This design comes from an exercise in tuning for small area and a short achievable clock period on the open sky130 flow, not from production work. The RTL was checked by simulation tests, not by an equivalence proof against the original design.

## wip/zinc
==> flow/design.v (excerpt) <==
module ohs_boost_l2 #(
  parameter data_width = 32,
  parameter data_decimal = 22
)(
  input aclk,
  input resetn,
  input ce,
  input signed [data_width-1:0] kL,
  input signed [data_width-1:0] kRL,
  input signed [data_width-1:0] kC,
  input signed [data_width-1:0] kR,
  input signed [data_width-1:0] vdc,
  input S1_pwm,
  output wire signed [data_width-1:0] iL,
  output wire signed [data_width-1:0] vL,
  output wire signed [data_width-1:0] iC,
  output wire signed [data_width-1:0] vC,
  output wire signed [data_width-1:0] iLoad
);
clock: 34.0 ns
lec_check: 0
abc_area: 1
cap_margin: 10
core_margin: 2
core_utilization: 60
slew_margin: 10
synth_hierarchical: 1
synth_minimum_keep_size: 0
tns_end_percent: 10
standard.sh (not shown) runs the stock make flow with config.mk's settings and CLKGATE_MAP_FILE= SYNTH_SCRIPT=/design/flow/synth_recipe.tcl, a recipe that flattens the netlist after the stock synthesis.
==> flow/flow/run.sh <==
#!/bin/bash
set -euo pipefail
MARGIN=9
bash standard.sh synth > synth.log 2>&1
bash standard.sh SETUP_SLACK_MARGIN=$MARGIN "BUFFER_PORTS_ARGS=-buffer_cell sky130_fd_sc_hd__buf_2" finish > layout.log 2>&1
wip/zinc reached the final stage; the timing, DRC and antenna checks on its layout passed.
Relative to wip/zinc, the following input files were edited for wip/umber:
Settings: TNS_END_PERCENT: 10 -> unset; CAP_MARGIN: 10 -> 20; CORE_UTILIZATION: 60 -> 55; SLEW_MARGIN: 10 -> 20.
==> results.txt <==
- Status | wip/zinc and wip/umber | clean
- Summary of wip/umber over wip/zinc: logic depth of the worst setup path including buffers held steady.
- Summary of wip/umber over wip/zinc: proportion of synthesized chip area in sequential cells closely matched the old numbers; global-route usage decreased by 2.8 points relative to the old numbers; first-pass GRT wire length increased by about 2% relative to the old numbers.
- Any difference in hold slack between wip/umber and wip/zinc is small enough to ignore.
- Number of core rows (higher): wip/umber
- Met3 layer wire length in the routed design: wip/umber vs wip/zinc down about 2%
#### Input delta (wip/tundra over wip/umber)
Settings: changing CORE_UTILIZATION from 55 to 40.
==> flow/flow/run.sh <==
#!/bin/bash
set -euo pipefail
MARGIN=9
bash standard.sh synth > synth.log 2>&1
bash standard.sh SETUP_SLACK_MARGIN=$MARGIN finish > layout.log 2>&1
==> results.txt <==
Relative to wip/umber, the wire length of wip/tundra is higher by about 8%. Die area | wip/tundra > wip/umber. Per the comparison of wip/tundra with wip/umber, post-layout minimum cycle time shows an increase of 0.19 ns, wire length on met2 shows an increase of 6.7%. The higher layout overhead on the synthesized area came out of wip/tundra. [compare] base=wip/umber new=wip/tundra: global placement routability congestion rose by about 2.2%, insertion delay of the later-clocked pin in the worst-skew pair went up by 0.03 ns. Compared with wip/umber, in wip/tundra proportion of layout cells with a drive suffix above 1 saw an increase; overall via count from detail_route saw an increase.

========
Starting RTL as in the previous note.
==> flow/config.mk <==
export PLATFORM = sky130hd
export DESIGN_NAME = ohs_boost_l2
export DESIGN_NICKNAME = ohs_boost_l2
export VERILOG_FILES = /design/flow/design.v
export SDC_FILE = /design/flow/constraint.sdc
export NUM_CORES = 4
export LEC_CHECK = 0
export ABC_AREA = 1
export CAP_MARGIN = 10
export CORE_MARGIN = 2
export CORE_UTILIZATION = 55
export SLEW_MARGIN = 10
export SYNTH_HIERARCHICAL = 1
export SYNTH_MINIMUM_KEEP_SIZE = 0
export TNS_END_PERCENT = 10
==> flow/constraint.sdc <==
create_clock -name core_clock -period 34.0 [get_ports {aclk}]
set_input_delay 6.8000 -clock core_clock [delete_from_list [all_inputs] [get_ports {aclk}]]
set_output_delay 6.8000 -clock core_clock [all_outputs]
set_load 0.01 [all_outputs]
==> flow/flow/run.sh <==
#!/bin/bash
set -euo pipefail
MARGIN=9
bash standard.sh synth > synth.log 2>&1
bash standard.sh SETUP_SLACK_MARGIN=$MARGIN "BUFFER_PORTS_ARGS=-buffer_cell sky130_fd_sc_hd__buf_1" finish > layout.log 2>&1
Change:
==> flow/flow/run.sh (replaced) <==
#!/bin/bash
set -euo pipefail
MARGIN=9
bash standard.sh synth > synth.log 2>&1
bash standard.sh SETUP_SLACK_MARGIN=$MARGIN "BUFFER_PORTS_ARGS=-buffer_cell sky130_fd_sc_hd__buf_2" finish > layout.log 2>&1
Settings changed: CAP_MARGIN 10 to 20, CORE_UTILIZATION 55 to 65, CTS_CLUSTER_DIAMETER from default to 40, CTS_CLUSTER_SIZE from default to 10, SLEW_MARGIN 10 to 20, TNS_END_PERCENT 10 to default.
Outcome:
- utilization rises by 11 points
- final area rises by 0.68%
- critical path depth rises by 1
- synthesized area does not change
- clock skew is about the same
- die area falls by 15%
Change:
Settings changed: CORE_UTILIZATION 65 to 55, CTS_CLUSTER_DIAMETER 40 to default, CTS_CLUSTER_SIZE 10 to default, TNS_END_PERCENT from default to 10.
Effect: The new run finished clean. Synthesized area is unchanged. Cell area shrinks by about 0.6%. Routed wire length rises by about 3.5%. Clock skew hardly moves. Hold slack improved by 3.1 ps. Register-to-register slack gets worse by 170 ps. Via count came out lower by 1.7%. Die area rose by about 18%.

-- what the ideal ports hide --
How much do the figures lean on ideal ports? The routed layouts below were timed once more, with nothing changed but the port constraints.
Step 1 assumes that a clkbuf_16 drives the clock port and a buf_2 every other input.
Step 2, shift: input delay + t, output delay - t, t = (earliest + latest rising clock arrival at the registers) / 2. This alone moves slack from input paths to output paths.
a / b / c = ideal / step 1 / step 2; a / b = the first two.
run | t (ns) | setup WS [ns] | worst hold slack (ns) | worst setup path after step 2 | worst data-port slew with drivers (ns)
wip/zinc | 0.574 | 9.081 / 9.060 / 9.060 | 0.526 / 0.526 / 0.526 | input to output | 0.10
wip/umber | 0.570 | 9.146 / 9.126 / 9.126 | 0.527 / 0.527 / 0.527 | input to output | 0.22
wip/tundra | 0.605 | 8.959 / 8.936 / 8.936 | 0.514 / 0.514 / 0.514 | input to output | 0.07
the first run of note 2 | 0.594 | 9.169 / 9.144 / 9.144 | 0.523 / 0.523 / 0.523 | input to output | 0.18
the second run of note 2 | 0.583 | 9.149 / 9.125 / 9.125 | 0.527 / 0.527 / 0.527 | input to output | 0.09
the third run of note 2 | 0.576 | 9.020 / 8.998 / 8.998 | 0.530 / 0.530 / 0.530 | input to output | 0.20
After both steps setup and hold are still met in every run listed. For the first run of note 2, which loses most, drivers alone change the setup slack by -0.025 ns; drivers and shift together by -0.025 ns.
